This design comes from an exercise in tuning for small area and a short achievable clock period on the open sky130 flow, not from production work.
At most, simulation tests tie the RTL to the original design; equivalence was not proved.
Power and IR drop assume default switching activity.

==> build 19 <==
## systolictop
module systolictop
(
 input  wire clk, reset,
 input  wire [7:0] a1, a2, b1, b2,
 input  wire [2:0] i, j,
 output wire [15:0] c1, c2, c3, c4
);
==> flow/config.mk <==
export PLATFORM = sky130hd
export DESIGN_NAME = systolictop
export DESIGN_NICKNAME = systolictop
export VERILOG_FILES = /design/flow/design.v
export SDC_FILE = /design/flow/constraint.sdc
export NUM_CORES = 4
export LEC_CHECK = 0
export CAP_MARGIN = 20
export CORE_MARGIN = 2
export CORE_UTILIZATION = 60
export PLACE_DENSITY = 0.7
export SETUP_SLACK_MARGIN = 3.2
export SLEW_MARGIN = 20
export SYNTH_HIERARCHICAL = 1
export SYNTH_MINIMUM_KEEP_SIZE = 0
==> flow/constraint.sdc <==
create_clock -name core_clock -period 6.6 [get_ports {clk}]
set_input_delay 1.3200 -clock core_clock [delete_from_list [all_inputs] [get_ports {clk}]]
set_output_delay 1.3200 -clock core_clock [all_outputs]
set_load 0.01 [all_outputs]
standard.sh (not shown) runs the stock make flow with config.mk's settings and CLKGATE_MAP_FILE= SYNTH_SCRIPT=/design/flow/synth_recipe.tcl, a recipe that flattens the netlist after the stock synthesis.
==> flow/flow/run.sh <==
#!/bin/bash
# Layout flow: the standard flow (standard.sh: ORFS synthesis to the final layout) with
#  - the port buffers made of buf_2 instead of the cell buffer_ports picks by default,
#  - clock tree synthesis without dummy load cells,
#  - before floorplanning, combinational cells set to drive strength 1 (flow/downsize.tcl);
#    the flow's timing repair sizes up the ones that need it.
# ORFS writes each tool's log under orfs/logs; this script's own output goes to flow_run.log.
set -e
exec > flow_run.log 2>&1
export BUFFER_PORTS_ARGS="-buffer_cell sky130_fd_sc_hd__buf_2"
export CTS_ARGS="-sink_clustering_enable -repair_clock_nets -dont_use_dummy_load -buf_list {sky130_fd_sc_hd__clkbuf_4 sky130_fd_sc_hd__clkbuf_8}"
export PRE_FLOORPLAN_TCL="$(pwd)/flow/downsize.tcl"
bash standard.sh
==> flow/flow/downsize.tcl <==
# Before floorplanning: set the combinational cells that synthesis mapped at a drive strength
# above 1 back to strength 1. The timing repair steps of the flow size up the ones that need it.
set n 0
foreach inst [[ord::get_db_block] getInsts] {
  set m [[$inst getMaster] getName]
  if {[regexp {^sky130_fd_sc_hd__(a21oi|o21ai|nand2|nor2|xor2|xnor2|and2|or2|nor2b|nand3|inv|a21o|o21a|nand2b|and3|or3|nor3)_([2-9]|1[0-9])$} $m -> base sz]} {
    set target sky130_fd_sc_hd__${base}_1
    if {[get_lib_cells -quiet */$target] ne ""} {
      replace_cell [$inst getName] $target
      incr n
    }
  }
}
puts "downsize.tcl: $n cells set to drive strength 1"
==> trial 50 (differences from build 19) <==
--- a/flow/config.mk
+++ b/flow/config.mk
@@ -11,3 +11,3 @@
 export PLACE_DENSITY = 0.7
-export SETUP_SLACK_MARGIN = 3.2
+export SETUP_SLACK_MARGIN = 3.5
 export SLEW_MARGIN = 20
==> summary.txt <==
quantity	build 19	trial 50
Number of gates given a new drive strength after cts	17	84
Worst clock skew	0.03044 ns	0.02725 ns
Met1 routing resource usage after global routing	28.62%	29.73%
Final net count	1708	1761
Hold Crit Endpoint	s2[0]	s4[0]
Worst reg2reg endpoint	s4[7]	s2[23]
Clock edge transition at the registers on the reported setup and hold paths	0.08 ns	0.06 ns
Maximum number of pins on one net before global-route repair	54	49
Path length in cells of the critical path	8	9
Internal power of the cells	0.002343 W	0.002618 W
Area after detailed placement	0.01335 mm^2	0.01337 mm^2
Number of global-route vias before repair	10360	10410
Detailed Route WL	27.11 mm	28.39 mm
Overall Global Routing Usage	23.53%	24.01%
Setup Fix Bufs, Post-CTS	2	49
Combinational group power	0.00225 W	0.00266 W
Non-clock buffer count	118	171
Highest clock rate	300.7 MHz	302.1 MHz
Status	no timing/DRC/antenna violations	no timing/DRC/antenna violations
Fraction of area in registers	19.68%	18.72%
Part of the power in the clock network	12.8%	11.3%
No run of this note included a check of the RTL's function; only the layout flow was run.


==> trial 67 <==
systolictop, a different RTL version from the one above (not shown whole).
clock: 6.6 ns
lec_check: 0
cap_margin: 20
core_margin: 2
core_utilization: 60
place_density: 0.7
setup_slack_margin: 3.0
slew_margin: 20
synth_hierarchical: 1
synth_minimum_keep_size: 0
Scripts as last shown in full above: flow/flow/run.sh, flow/flow/downsize.tcl
==> trial 65: changes against trial 67 <==
--- a/flow/design.v
+++ b/flow/design.v
@@ -312,67 +312,67 @@
   g_fa u174 (.a(n124), .b(n147), .c(n146), .s(n173), .co(n174));
   wire n175;
   wire n176;
   g_fa u176 (.a(n64), .b(fa14), .c(n148), .s(n175), .co(n176));
   wire n177;
-  g_xnor2 u177 (.a(fa0), .b(n1), .y(n177));
+  g_xor2 u177 (.a(fa0), .b(n1), .y(n177));
   wire n178;
   g_nor2 u178 (.a(fa0), .b(n1), .y(n178));
   wire n179;
   g_xor2 u179 (.a(n149), .b(n9), .y(n179));
   wire n180;
   g_nor2 u180 (.a(n149), .b(n9), .y(n180));
   wire n181;
-  g_xnor2 u181 (.a(n179), .b(n178), .y(n181));
+  g_xor2 u181 (.a(n179), .b(n178), .y(n181));
   wire n182;
   g_aoi21 u182 (.a1(n179), .a2(n178), .b1(n180), .y(n182));
   wire n183;
   g_xnor2 u183 (.a(n150), .b(n151), .y(n183));
   wire n184;
   g_or2 u184 (.a(n150), .b(n151), .y(n184));
   wire n185;
-  g_xnor2 u185 (.a(n183), .b(n182), .y(n185));
+  g_xor2 u185 (.a(n183), .b(n182), .y(n185));
   wire n186;
   g_oai21 u186 (.a1(n183), .a2(n182), .b1(n184), .y(n186));
   wire n187;
   g_xor2 u187 (.a(n152), .b(n153), .y(n187));
   wire n188;
   g_nor2 u188 (.a(n152), .b(n153), .y(n188));
   wire n189;
-  g_xnor2 u189 (.a(n187), .b(n186), .y(n189));
+  g_xor2 u189 (.a(n187), .b(n186), .y(n189));
   wire n190;
   g_aoi21 u190 (.a1(n187), .a2(n186), .b1(n188), .y(n190));
   wire n191;
   g_xnor2 u191 (.a(n154), .b(n155), .y(n191));
   wire n192;
   g_or2 u192 (.a(n154), .b(n155), .y(n192));
   wire n193;
-  g_xnor2 u193 (.a(n191), .b(n190), .y(n193));
+  g_xor2 u193 (.a(n191), .b(n190), .y(n193));
   wire n194;
   g_oai21 u194 (.a1(n191), .a2(n190), .b1(n192), .y(n194));
   wire n195;
   g_xor2 u195 (.a(n156), .b(n157), .y(n195));
   wire n196;
   g_nor2 u196 (.a(n156), .b(n157), .y(n196));
   wire n197;
-  g_xnor2 u197 (.a(n195), .b(n194), .y(n197));
+  g_xor2 u197 (.a(n195), .b(n194), .y(n197));
   wire n198;
   g_aoi21 u198 (.a1(n195), .a2(n194), .b1(n196), .y(n198));
   wire n199;
   g_xnor2 u199 (.a(n158), .b(n159), .y(n199));
   wire n200;
   g_or2 u200 (.a(n158), .b(n159), .y(n200));
   wire n201;
-  g_xnor2 u201 (.a(n199), .b(n198), .y(n201));
+  g_xor2 u201 (.a(n199), .b(n198), .y(n201));
   wire n202;
   g_oai21 u202 (.a1(n199), .a2(n198), .b1(n200), .y(n202));
   wire n203;
   g_xor2 u203 (.a(n160), .b(n161), .y(n203));
   wire n204;
   g_nor2 u204 (.a(n160), .b(n161), .y(n204));
   wire n205;
-  g_xnor2 u205 (.a(n203), .b(n202), .y(n205));
+  g_xor2 u205 (.a(n203), .b(n202), .y(n205));
   wire n206;
   g_aoi21 u206 (.a1(n203), .a2(n202), .b1(n204), .y(n206));
   wire n207;
   g_xor2 u207 (.a(n176), .b(fa15), .y(n207));
   wire n208;
@@ -450,73 +450,73 @@
   wire n244;
   g_inv u244 (.a(s[23]), .y(n244));
   wire n245;
   g_nor2 u245 (.a(n244), .b(n243), .y(n245));
   wire n246;
-  g_xor2 u246 (.a(n208), .b(s[8]), .y(n246));
+  g_xnor2 u246 (.a(n208), .b(s[8]), .y(n246));
   wire n247;
-  g_xor2 u247 (.a(n210), .b(n223), .y(n247));
+  g_xnor2 u247 (.a(n210), .b(n223), .y(n247));
   wire n248;
-  g_xor2 u248 (.a(n212), .b(n231), .y(n248));
+  g_xnor2 u248 (.a(n212), .b(n231), .y(n248));
   wire n249;
-  g_xnor2 u249 (.a(n214), .b(n232), .y(n249));
+  g_xor2 u249 (.a(n214), .b(n232), .y(n249));
   wire n250;
-  g_xor2 u250 (.a(n216), .b(n239), .y(n250));
+  g_xnor2 u250 (.a(n216), .b(n239), .y(n250));
   wire n251;
-  g_xnor2 u251 (.a(n218), .b(n241), .y(n251));
+  g_xor2 u251 (.a(n218), .b(n241), .y(n251));
   wire n252;
-  g_xnor2 u252 (.a(n220), .b(n242), .y(n252));
+  g_xor2 u252 (.a(n220), .b(n242), .y(n252));
   wire n253;
-  g_xor2 u253 (.a(s[23]), .b(n243), .y(n253));
+  g_xnor2 u253 (.a(s[23]), .b(n243), .y(n253));
   wire fa0;
-  g_nor2 u254 (.a(s[0]), .b(rq), .y(o[0]));
-  g_nand2 u255 (.a(o[0]), .b(keep), .y(fa0));
+  g_and2 u254 (.a(s[0]), .b(rn), .y(o[0]));
+  g_nand2 u255 (.a(s[0]), .b(keep), .y(fa0));
   wire fa1;
-  g_nor2 u256 (.a(s[1]), .b(rq), .y(o[1]));
-  g_nand2 u257 (.a(o[1]), .b(keep), .y(fa1));
+  g_and2 u256 (.a(s[1]), .b(rn), .y(o[1]));
+  g_nand2 u257 (.a(s[1]), .b(keep), .y(fa1));
   wire fa2;
-  g_nor2 u258 (.a(s[2]), .b(rq), .y(o[2]));
-  g_nand2 u259 (.a(o[2]), .b(keep), .y(fa2));
+  g_and2 u258 (.a(s[2]), .b(rn), .y(o[2]));
+  g_nand2 u259 (.a(s[2]), .b(keep), .y(fa2));
   wire fa3;
-  g_nor2 u260 (.a(s[3]), .b(rq), .y(o[3]));
-  g_nand2 u261 (.a(o[3]), .b(keep), .y(fa3));
+  g_and2 u260 (.a(s[3]), .b(rn), .y(o[3]));
+  g_nand2 u261 (.a(s[3]), .b(keep), .y(fa3));
   wire fa4;
-  g_nor2 u262 (.a(s[4]), .b(rq), .y(o[4]));
-  g_nand2 u263 (.a(o[4]), .b(keep), .y(fa4));
+  g_and2 u262 (.a(s[4]), .b(rn), .y(o[4]));
+  g_nand2 u263 (.a(s[4]), .b(keep), .y(fa4));
   wire fa5;
-  g_nor2 u264 (.a(s[5]), .b(rq), .y(o[5]));
-  g_nand2 u265 (.a(o[5]), .b(keep), .y(fa5));
+  g_and2 u264 (.a(s[5]), .b(rn), .y(o[5]));
+  g_nand2 u265 (.a(s[5]), .b(keep), .y(fa5));
   wire fa6;
-  g_nor2 u266 (.a(s[6]), .b(rq), .y(o[6]));
-  g_nand2 u267 (.a(o[6]), .b(keep), .y(fa6));
+  g_and2 u266 (.a(s[6]), .b(rn), .y(o[6]));
+  g_nand2 u267 (.a(s[6]), .b(keep), .y(fa6));
   wire fa7;
-  g_nor2 u268 (.a(s[7]), .b(rq), .y(o[7]));
-  g_nand2 u269 (.a(o[7]), .b(keep), .y(fa7));
+  g_and2 u268 (.a(s[7]), .b(rn), .y(o[7]));
+  g_nand2 u269 (.a(s[7]), .b(keep), .y(fa7));
   wire fa8;
-  g_nor2 u270 (.a(n246), .b(rq), .y(o[8]));
-  g_nand2 u271 (.a(o[8]), .b(keep), .y(fa8));
+  g_and2 u270 (.a(n246), .b(rn), .y(o[8]));
+  g_nand2 u271 (.a(n246), .b(keep), .y(fa8));
   wire fa9;
-  g_nor2 u272 (.a(n247), .b(rq), .y(o[9]));
-  g_nand2 u273 (.a(o[9]), .b(keep), .y(fa9));
+  g_and2 u272 (.a(n247), .b(rn), .y(o[9]));
+  g_nand2 u273 (.a(n247), .b(keep), .y(fa9));
   wire fa10;
-  g_nor2 u274 (.a(n248), .b(rq), .y(o[10]));
-  g_nand2 u275 (.a(o[10]), .b(keep), .y(fa10));
+  g_and2 u274 (.a(n248), .b(rn), .y(o[10]));
+  g_nand2 u275 (.a(n248), .b(keep), .y(fa10));
   wire fa11;
-  g_nor2 u276 (.a(n249), .b(rq), .y(o[11]));
-  g_nand2 u277 (.a(o[11]), .b(keep), .y(fa11));
+  g_and2 u276 (.a(n249), .b(rn), .y(o[11]));
+  g_nand2 u277 (.a(n249), .b(keep), .y(fa11));
   wire fa12;
-  g_nor2 u278 (.a(n250), .b(rq), .y(o[12]));
-  g_nand2 u279 (.a(o[12]), .b(keep), .y(fa12));
+  g_and2 u278 (.a(n250), .b(rn), .y(o[12]));
+  g_nand2 u279 (.a(n250), .b(keep), .y(fa12));
   wire fa13;
-  g_nor2 u280 (.a(n251), .b(rq), .y(o[13]));
-  g_nand2 u281 (.a(o[13]), .b(keep), .y(fa13));
+  g_and2 u280 (.a(n251), .b(rn), .y(o[13]));
+  g_nand2 u281 (.a(n251), .b(keep), .y(fa13));
   wire fa14;
-  g_nor2 u282 (.a(n252), .b(rq), .y(o[14]));
-  g_nand2 u283 (.a(o[14]), .b(keep), .y(fa14));
+  g_and2 u282 (.a(n252), .b(rn), .y(o[14]));
+  g_nand2 u283 (.a(n252), .b(keep), .y(fa14));
   wire fa15;
-  g_nor2 u284 (.a(n253), .b(rq), .y(o[15]));
-  g_nand2 u285 (.a(o[15]), .b(keep), .y(fa15));
+  g_and2 u284 (.a(n253), .b(rn), .y(o[15]));
+  g_nand2 u285 (.a(n253), .b(keep), .y(fa15));
   assign ns[0] = n177;
   assign ns[1] = n181;
   assign ns[2] = n185;
   assign ns[3] = n189;
   assign ns[4] = n193;
@@ -538,10 +538,13 @@
   assign ns[20] = n173;
   assign ns[21] = n174;
   assign ns[22] = n175;
   assign ns[23] = n207;
 endmodule
+module g_and2 (input wire a, b, output wire y);
+  assign y = a & b;
+endmodule
 module g_aoi21 (input wire a1, a2, b1, output wire y);
   assign y = ~((a1 & a2) | b1);
 endmodule
 module g_fa (input wire a, b, c, output wire s, co);
   assign s = a ^ b ^ c;
==> flow/flow/run.sh (replaced) <==
#!/bin/bash
# Layout flow: the standard flow (standard.sh: ORFS synthesis to the final layout) with
#  - the port buffers made of buf_2 instead of the cell buffer_ports picks by default,
#  - clock tree synthesis without dummy load cells.
# ORFS writes each tool's log under orfs/logs; this script's own output goes to flow_run.log.
set -e
exec > flow_run.log 2>&1
export BUFFER_PORTS_ARGS="-buffer_cell sky130_fd_sc_hd__buf_2"
export CTS_ARGS="-sink_clustering_enable -repair_clock_nets -dont_use_dummy_load -sink_clustering_size 30 -sink_clustering_max_diameter 80 -buf_list {sky130_fd_sc_hd__clkbuf_4 sky130_fd_sc_hd__clkbuf_8}"
bash standard.sh
Settings changed: SETUP_SLACK_MARGIN 3.0 to 2.8.
removed: flow/flow/downsize.tcl
==> trial 60: changes against trial 67 <==
==> flow/flow/run.sh (replaced) <==
#!/bin/bash
# Layout flow: the standard flow (standard.sh: ORFS synthesis to the final layout) with
#  - the port buffers made of buf_1 instead of the cell buffer_ports picks by default,
#  - clock tree synthesis without dummy load cells,
#  - before floorplanning, combinational cells set to drive strength 1 (flow/downsize.tcl);
#    the flow's timing repair sizes up the ones that need it.
# ORFS writes each tool's log under orfs/logs; this script's own output goes to flow_run.log.
set -e
exec > flow_run.log 2>&1
export BUFFER_PORTS_ARGS="-buffer_cell sky130_fd_sc_hd__buf_1"
export CTS_ARGS="-sink_clustering_enable -repair_clock_nets -dont_use_dummy_load -buf_list {sky130_fd_sc_hd__clkbuf_4 sky130_fd_sc_hd__clkbuf_8}"
export PRE_FLOORPLAN_TCL="$(pwd)/flow/downsize.tcl"
export SETUP_MOVE_SEQUENCE="unbuffer,sizeup,swap"
bash standard.sh
Settings changed: SETUP_SLACK_MARGIN 3.0 to 3.1.
==> comparison <==
First-iteration DRC count, highest first: trial 60, trial 67, trial 65. The highest utilization belongs to trial 60, the lowest to trial 65. In critical path depth, trial 60 and trial 67 do not differ. In synthesized cell count, trial 65 and trial 60 hardly differ.

[re-timing with driven ports]
How much do the figures lean on ideal ports? The routed layouts below were timed once more, with nothing changed but the port constraints.
Step 1: set_driving_cell puts a clkbuf_16 on clk and a buf_2 on each other input, an assumption about the parent block.
Step 2 also shifts input and output timing later by t, the mid clock arrival at the registers, as if the neighbouring blocks saw the same clock.
a / b / c = ideal / step 1 / step 2; a / b = the first two.
| run | shift t [ns] | slack for setup (ns) | hold slack, ns | latest minus earliest clock arrival (ns) |
|---|---|---|---|---|
| build 19 | 0.471 | 3.275 / 3.228 / 3.057 | 0.551 / 0.551 / 0.551 | 0.032 / 0.032 |
| trial 50 | 0.479 | 3.289 / 3.242 / 3.124 | 0.549 / 0.549 / 0.549 | 0.032 / 0.032 |
| trial 67 | 0.469 | 3.103 / 3.116 / 2.647 | 0.540 / 0.540 / 0.540 | 0.032 / 0.032 |
| trial 65 | 0.479 | 2.959 / 2.961 / 2.501 | 0.508 / 0.508 / 0.508 | 0.029 / 0.030 |
| trial 60 | 0.476 | 3.158 / 3.152 / 2.701 | 0.549 / 0.549 / 0.549 | 0.020 / 0.020 |
After both steps setup and hold are still met in every run listed. The setup slack of trial 65, which loses most, moves by +0.002 ns with the drivers and by -0.458 ns with both steps.
